From an optimization exercise on the open Yosys and OpenROAD flow, aimed at small area and a short achievable clock period; shortcuts taken in it are not production practice.
No activity file was given, so power comes from the tool's default toggle rates.

Setup of harbor:
==> flow/design.v <==
module video_uut (
    input  wire         clk_i       ,
    input  wire         cen_i       ,
    input  wire         rst_i       ,
    input  wire         vid_sel_i   ,
    input  wire [23:0]  vid_rgb_i   ,
    input  wire [1:0]   vh_blank_i  ,
    input  wire [2:0]   dvh_sync_i  ,
    output wire [2:0]   dvh_sync_o  ,
    output wire [23:0]  vid_rgb_o
);
    localparam [1:0] S_IDLE = 2'd0, S_ATTACK = 2'd1, S_HOLD = 2'd2, S_DECAY = 2'd3;
    reg [23:0] vid_rgb_d1;     
    reg        draw_d1;        
    reg        bg_d1;          
    reg [2:0]  dvh_sync_d1;
    reg [11:0] x_cnt, y_cnt;    
    reg        prev_de, prev_vs;
    reg [1:0]  state;
    reg [7:0]  timer;
    reg [3:0]  amp, tamp;
    reg        spd;            
    reg [15:0] lfsr;
    reg [12:0] phase;          
    reg [4:0]  freq_1, freq_2;
    reg [12:0] acc_1, acc_2;
    reg [12:0] base_1, base_2; 
    reg [3:0]  bsel;           
    function [12:0] add13(input [12:0] a, input [12:0] b);
        integer i; reg c;
        begin
            c = 1'b0;
            for (i = 0; i < 13; i = i + 1) begin
                add13[i] = a[i] ^ b[i] ^ c;
                c = (a[i] & b[i]) | (c & (a[i] ^ b[i]));
            end
        end
    endfunction
    function [12:0] tofold(input [12:0] b);
        tofold = {b[12], b[11:5] ^ {7{b[12]}}, b[4:0]};
    endfunction
    function [12:0] finc(input [12:0] a, input [4:0] f, input w);
        reg [5:0] lo; reg tmax; reg [6:0] t; reg d;
        begin
            lo   = {1'b0, a[4:0]} + {1'b0, f};
            tmax = a[12] ? (a[11:5] == 7'h00) : (a[11:5] == 7'h7F);    
            t    = (lo[5] & ~tmax) ? a[11:5] + (a[12] ? 7'h7F : 7'h01) : a[11:5];
            d    = a[12] ^ (lo[5] & tmax);
            finc = {d ^ w, t ^ {7{w}}, lo[4:0]};
        end
    endfunction
    wire [6:0]  t_1 = acc_1[11:5];
    wire [6:0]  t_2 = acc_2[11:5];
    wire [7:0]  sum = t_1 + t_2;                  
    reg        a1_en, a2_en, a2, a2_neg;
    reg  [1:0] a1;
    wire [10:0] term1 = a1_en ? ({3'b0, sum} << a1) : 11'd0;
    wire        add1 = a2_en & ~a2_neg;
    wire [14:0] kc  = ~{4'b0, 11'd1072 | {8'd0, lfsr[1:0], 1'b0}} + 15'd2 + {14'b0, add1} + {4'b0, amp, 7'b0};
    wire [14:0] op2 = ~{4'b0, term1};
    wire [14:0] op3 = ~a2_en ? 15'd0 : a2_neg ? {7'b0, sum} : a2 ? ~{6'b0, sum, 1'b0} : ~{7'b0, sum};
    wire        fix = sum[7] & sum[0] & amp[0];
    wire [14:0] ypre = {2'b0, y_cnt, 1'b0} + kc;
    wire [14:0] cs_s = ypre ^ op2 ^ op3;
    wire [14:0] cs_c = {(ypre[13:0] & op2[13:0]) | (ypre[13:0] & op3[13:0]) | (op2[13:0] & op3[13:0]), fix};
    wire [4:0]  lo  = {1'b0, cs_s[3:0]} + {1'b0, cs_c[3:0]};
    wire [10:0] hx  = cs_s[14:4] ^ cs_c[14:4];
    wire [10:0] ho  = cs_s[14:4] | cs_c[14:4];
    wire        hi_zero = ((hx[0] == lo[4])) & (hx[10:1] == ho[9:0]);
    wire [2:0]  dv = lo[3:1];
    wire draw = hi_zero & (lo[3:0] <= 4'd11) & ((y_cnt[11:3] != 0) | (y_cnt[2:0] >= dv));
    wire t_zero = (timer == 8'd0);
    wire lt = amp < tamp;
    wire gt = tamp < amp;
    wire st_idle = (state == S_IDLE), st_att = (state == S_ATTACK), st_hold = (state == S_HOLD), st_dec = (state == S_DECAY);
    wire hold_run = st_hold & ~t_zero;
    wire amp_low  = (amp[3:1] == 3'd0);                   
    wire glitch_c = hold_run & (lfsr[1:0] == 2'b11);
    wire tamp_inc = hold_run & (lfsr[2:0] == 3'b000) & (tamp < 4'd10);
    wire tamp_dec = hold_run & (lfsr[2:0] == 3'b111) & (tamp > 4'd3);
    wire [3:0] tamp_pick = (lfsr[3:0] < 4'd4) ? 4'd5 : (lfsr[3:0] > 4'd10) ? 4'd10 : lfsr[3:0];
    wire go_c = st_idle & t_zero;
    wire tamp_we = go_c | tamp_inc | tamp_dec;
    wire [3:0] tamp_nxt = go_c ? tamp_pick : tamp + (tamp_inc ? 4'd1 : 4'd15);
    wire amp_up2 = st_att & lt;
    wire amp_we  = amp_up2 | (hold_run & (lt | gt)) | st_dec;
    wire [3:0] amp_step = amp_up2 ? 4'd2 : (st_hold & lt) ? 4'd1 : 4'd15;
    wire [3:0] amp_nxt = (st_dec & amp_low) ? 4'd0 : amp + amp_step;
    wire timer_ld_h = st_att & ~lt;
    wire timer_ld_i = st_dec & amp_low;
    wire timer_we = timer_ld_h | timer_ld_i | ((st_idle | st_hold) & ~t_zero);
    wire [7:0] timer_nxt = timer_ld_h ? {1'b0, lfsr[4:0], 2'b00} : timer_ld_i ? {lfsr[5:0], 2'b00} : timer - 8'd1;
    reg  [1:0] st_nxt;
    always @* begin
        st_nxt = state;
        if (go_c) st_nxt = S_ATTACK;
        if (timer_ld_h) st_nxt = S_HOLD;
        if (st_hold & t_zero) st_nxt = S_DECAY;
        if (timer_ld_i) st_nxt = S_IDLE;
    end
    wire vs_rise  = dvh_sync_i[1] & ~prev_vs;
    wire upd      = vs_rise & spd;
    wire go       = upd & go_c;
    wire glitch   = upd & glitch_c;
    wire [4:0] f1_new = {1'b0, lfsr[3:0]} + 5'd10;
    wire [4:0] f2_new = {1'b0, lfsr[7:4]} + 5'd14;
    wire        stepping = |bsel;
    wire [12:0] b1_sum = (stepping ? {base_1[11:0], 1'b0} : base_1) + (phase & {13{~stepping | (|(bsel & freq_1[3:0]))}});
    wire [12:0] b2_sum = {base_2[11:0], 1'b0} + (phase & {13{|(bsel & freq_2[3:0])}});
    wire        f31    = &freq_1;                       
    wire [12:0] b1_glt = f31 ? 13'd0 : b1_sum;
    wire [12:0] b1_ld  = go_c ? (lfsr[12:0] & {13{f1_new[4]}}) : glitch_c ? b1_glt : b1_sum;
    wire [12:0] b2_ld  = go_c ? (lfsr[12:0] & {13{f2_new[4]}}) : b2_sum;
    wire [12:0] bb1 = stepping ? b1_sum : base_1;
    wire [12:0] bb2 = stepping ? b2_sum : base_2;
    wire        g_r   = ~prev_vs & spd & glitch_c;
    wire [12:0] r1_vs = g_r ? b1_glt : bb1;
    wire x_last = (x_cnt == 12'h800);
    wire x_fb   = x_cnt[11] ^ x_cnt[10] ^ x_cnt[9] ^ x_cnt[3] ^ (x_cnt[10:0] == 11'd0);
    wire x_upd = dvh_sync_i[1] | dvh_sync_i[2] | prev_de;
    wire [12:0] inc_1 = finc(acc_1, freq_1, x_last & freq_1[0]);
    wire [12:0] inc_2 = finc(acc_2, freq_2, x_last & freq_2[0]);
    always @(posedge clk_i) begin
        if (rst_i) begin
            state <= S_IDLE; timer <= 0; amp <= 0; tamp <= 0; spd <= 0;
            a1_en <= 0; a1 <= 0; a2_en <= 0; a2 <= 0; a2_neg <= 0;
            lfsr <= 16'hACE1;
            y_cnt <= 0; prev_de <= 0; prev_vs <= 0;
            vid_rgb_d1 <= 0; draw_d1 <= 0; bg_d1 <= 1; dvh_sync_d1 <= 0;
        end else if (cen_i) begin
            lfsr <= {lfsr[14:0], lfsr[15] ^ lfsr[13] ^ lfsr[12] ^ lfsr[10]};
            prev_vs <= dvh_sync_i[1];
            if (vs_rise) begin
                spd <= ~spd;
                if (spd) begin
                    state <= st_nxt;
                    if (timer_we) timer <= timer_nxt;
                    if (amp_we) begin
                        amp    <= amp_nxt;
                        a1_en  <= (amp_nxt != 4'd0);
                        a1     <= (amp_nxt >= 4'd7) ? 2'd3 : (amp_nxt >= 4'd4) ? 2'd2 : (amp_nxt >= 4'd2) ? 2'd1 : 2'd0;
                        a2_en  <= ~((amp_nxt == 4'd0) | (amp_nxt == 4'd1) | (amp_nxt == 4'd2) | (amp_nxt == 4'd4) | (amp_nxt == 4'd8));
                        a2     <= (amp_nxt == 4'd6) | (amp_nxt >= 4'd10);
                        a2_neg <= (amp_nxt == 4'd7);
                    end
                    if (tamp_we)  tamp  <= tamp_nxt;
                end
            end
            prev_de <= dvh_sync_i[2];
            if (dvh_sync_i[1]) y_cnt <= 0;
            else if (~dvh_sync_i[2] & prev_de) y_cnt <= y_cnt + 1;
            draw_d1    <= draw;
            bg_d1      <= ~draw;
            vid_rgb_d1 <= vid_sel_i ? 24'h0 : vid_rgb_i;
            dvh_sync_d1 <= dvh_sync_i;
        end
    end
    always @(posedge clk_i) begin
        if (cen_i) begin
            if (go | stepping | glitch) base_1 <= b1_ld;
            if (go | stepping) base_2 <= b2_ld;
            if (go) bsel <= 4'b1000;
            else bsel <= {1'b0, bsel[3:1]};
            if (go) begin
                phase  <= lfsr[12:0];
                freq_1 <= f1_new;
                freq_2 <= f2_new;
            end else if (glitch) freq_1 <= freq_1 + 1;
            if (x_upd) begin
                x_cnt <= (dvh_sync_i[1] | ~dvh_sync_i[2]) ? 12'd0 : {x_cnt[10:0], x_fb};
                acc_1 <= dvh_sync_i[1] ? tofold(r1_vs) : dvh_sync_i[2] ? inc_1 : tofold(bb1);
                acc_2 <= (dvh_sync_i[1] | ~dvh_sync_i[2]) ? tofold(bb2) : inc_2;
            end
        end
    end
    assign dvh_sync_o = dvh_sync_d1;
    assign vid_rgb_o  = {vid_rgb_d1[23:16] & {8{bg_d1}}, vid_rgb_d1[15:8] | {8{draw_d1}},
                         vid_rgb_d1[7:0] & {8{bg_d1}}};
endmodule
clock: 14.0 ns
lec_check: 0
cap_margin: 20
core_margin: 2
core_utilization: 40
cts_buf_list: sky130_fd_sc_hd__clkbuf_4 sky130_fd_sc_hd__clkbuf_8
slew_margin: 20
tns_end_percent: 0
standard.sh (not shown) runs the stock make flow with config.mk's settings and CLKGATE_MAP_FILE= SYNTH_SCRIPT=/design/flow/synth_recipe.tcl, a recipe that flattens the netlist after the stock synthesis.
==> flow/flow/run.sh <==
#!/bin/bash
# Standard ORFS layout, with timing repair aiming at extra setup slack so that
# the achieved period (not only the 14 ns clock) is optimised, and plain buf_2
# cells (instead of delay buffers) as the port buffers.
set -euo pipefail
bash standard.sh finish SETUP_SLACK_MARGIN=9.5 "BUFFER_PORTS_ARGS=-buffer_cell sky130_fd_sc_hd__buf_2" > flow_make.log 2>&1
Looking at the reports, harbor completed the entire flow and the layout it produced met the timing, DRC and antenna checks.
Relative to harbor, the following input files were edited for ember:
-- flow/design.v --
<<< harbor, line 24
    reg [12:0] phase;          
    reg [4:0]  freq_1, freq_2;
    reg [12:0] acc_1, acc_2;
    reg [12:0] base_1, base_2; 
    reg [3:0]  bsel;           
>>> ember, line 24
    reg [12:0] phase;          
    reg [4:0]  freq_1, freq_2;
    reg [12:0] acc_1, acc_2;   
    reg [12:0] base_1, base_2; 
    reg [3:0]  bsel;           
<<< harbor, line 37
        end
    endfunction
    function [12:0] tofold(input [12:0] b);
        tofold = {b[12], b[11:5] ^ {7{b[12]}}, b[4:0]};
    endfunction
    function [12:0] finc(input [12:0] a, input [4:0] f, input w);
        reg [5:0] lo; reg tmax; reg [6:0] t; reg d;
        begin
            lo   = {1'b0, a[4:0]} + {1'b0, f};
            tmax = a[12] ? (a[11:5] == 7'h00) : (a[11:5] == 7'h7F);    
            t    = (lo[5] & ~tmax) ? a[11:5] + (a[12] ? 7'h7F : 7'h01) : a[11:5];
            d    = a[12] ^ (lo[5] & tmax);
            finc = {d ^ w, t ^ {7{w}}, lo[4:0]};
        end
    endfunction
    wire [6:0]  t_1 = acc_1[11:5];
    wire [6:0]  t_2 = acc_2[11:5];
    wire [7:0]  sum = t_1 + t_2;                  
    reg        a1_en, a2_en, a2, a2_neg;
>>> ember, line 37
        end
    endfunction
    function [12:0] addf(input [12:0] a, input [4:0] f);
        integer i; reg c;
        begin
            c = 1'b0;
            for (i = 0; i < 5; i = i + 1) begin
                addf[i] = a[i] ^ f[i] ^ c;
                c = (a[i] & f[i]) | (c & (a[i] ^ f[i]));
            end
            for (i = 5; i < 13; i = i + 1) begin
                addf[i] = a[i] ^ c;
                c = a[i] & c;
            end
        end
    endfunction
    wire [6:0]  t_1 = acc_1[11:5] ^ {7{acc_1[12]}};
    wire [6:0]  t_2 = acc_2[11:5] ^ {7{acc_2[12]}};
    wire [7:0]  sum = t_1 + t_2;                  
    reg        a1_en, a2_en, a2, a2_neg;
<<< harbor, line 119
    wire x_fb   = x_cnt[11] ^ x_cnt[10] ^ x_cnt[9] ^ x_cnt[3] ^ (x_cnt[10:0] == 11'd0);
    wire x_upd = dvh_sync_i[1] | dvh_sync_i[2] | prev_de;
    wire [12:0] inc_1 = finc(acc_1, freq_1, x_last & freq_1[0]);
    wire [12:0] inc_2 = finc(acc_2, freq_2, x_last & freq_2[0]);
    always @(posedge clk_i) begin
        if (rst_i) begin
>>> ember, line 120
    wire x_fb   = x_cnt[11] ^ x_cnt[10] ^ x_cnt[9] ^ x_cnt[3] ^ (x_cnt[10:0] == 11'd0);
    wire x_upd = dvh_sync_i[1] | dvh_sync_i[2] | prev_de;
    wire [12:0] inc_1 = addf(acc_1, freq_1) ^ {x_last & freq_1[0], 12'd0};
    wire [12:0] inc_2 = addf(acc_2, freq_2) ^ {x_last & freq_2[0], 12'd0};
    always @(posedge clk_i) begin
        if (rst_i) begin
<<< harbor, line 169
            if (x_upd) begin
                x_cnt <= (dvh_sync_i[1] | ~dvh_sync_i[2]) ? 12'd0 : {x_cnt[10:0], x_fb};
                acc_1 <= dvh_sync_i[1] ? tofold(r1_vs) : dvh_sync_i[2] ? inc_1 : tofold(bb1);
                acc_2 <= (dvh_sync_i[1] | ~dvh_sync_i[2]) ? tofold(bb2) : inc_2;
            end
        end
>>> ember, line 170
            if (x_upd) begin
                x_cnt <= (dvh_sync_i[1] | ~dvh_sync_i[2]) ? 12'd0 : {x_cnt[10:0], x_fb};
                acc_1 <= dvh_sync_i[1] ? r1_vs : dvh_sync_i[2] ? inc_1 : bb1;
                acc_2 <= (dvh_sync_i[1] | ~dvh_sync_i[2]) ? bb2 : inc_2;
            end
        end
Notes after the runs:
- Total power of the final layout: ember vs harbor down 3.2%
- Compared ember vs harbor, and period utilization is up in ember.
- Hold slack in ember vs harbor: down 0.0076 ns
- When ember is set beside harbor, its overall routing resource usage turns out to be 0.28 points smaller.
- In ember the sequential share of layout area turned out 1.7 points higher than in harbor.
- Synthesized area (ember vs. harbor) decreases by a few percent
- ember vs. harbor: total of plain and repair buffers excluding clock buffers increased 9; largest driver fanout on the critical path now sits lower.
- harbor has lower clock distribution power than ember.
No run of this note included a check of the RTL's function; only the layout flow was run.

[re-timing with driven ports]
Ports are ideal in the flow. The routed layouts listed here were re-timed in OpenROAD.
Step 1: set_driving_cell puts a clkbuf_16 on clk_i and a buf_2 on each other input, an assumption about the parent block.
Step 2 moves the port delays by t, midway between the first and last clock arrival at a register: inputs arrive t later, outputs are due t later. That takes back most of the time a late clock gives input paths.
a / b / c = ideal ports / drivers / drivers and shift; a / b = the first two.
| run | t (ns) | slack for setup (ns) | slew at the worst register clock pin (ns) | worst slew at a driven data input, ns | pins driven straight from the clock port |
|---|---|---|---|---|---|
| harbor | 0.518 | 9.499 / 9.508 / 9.007 | 0.11 / 0.11 | 0.06 | 1 |
| ember | 0.532 | 9.393 / 9.413 / 8.881 | 0.11 / 0.11 | 0.04 | 1 |
After both steps setup and hold are still met in every run listed. For ember, which loses most, drivers alone change the setup slack by +0.020 ns; drivers and shift together by -0.512 ns.
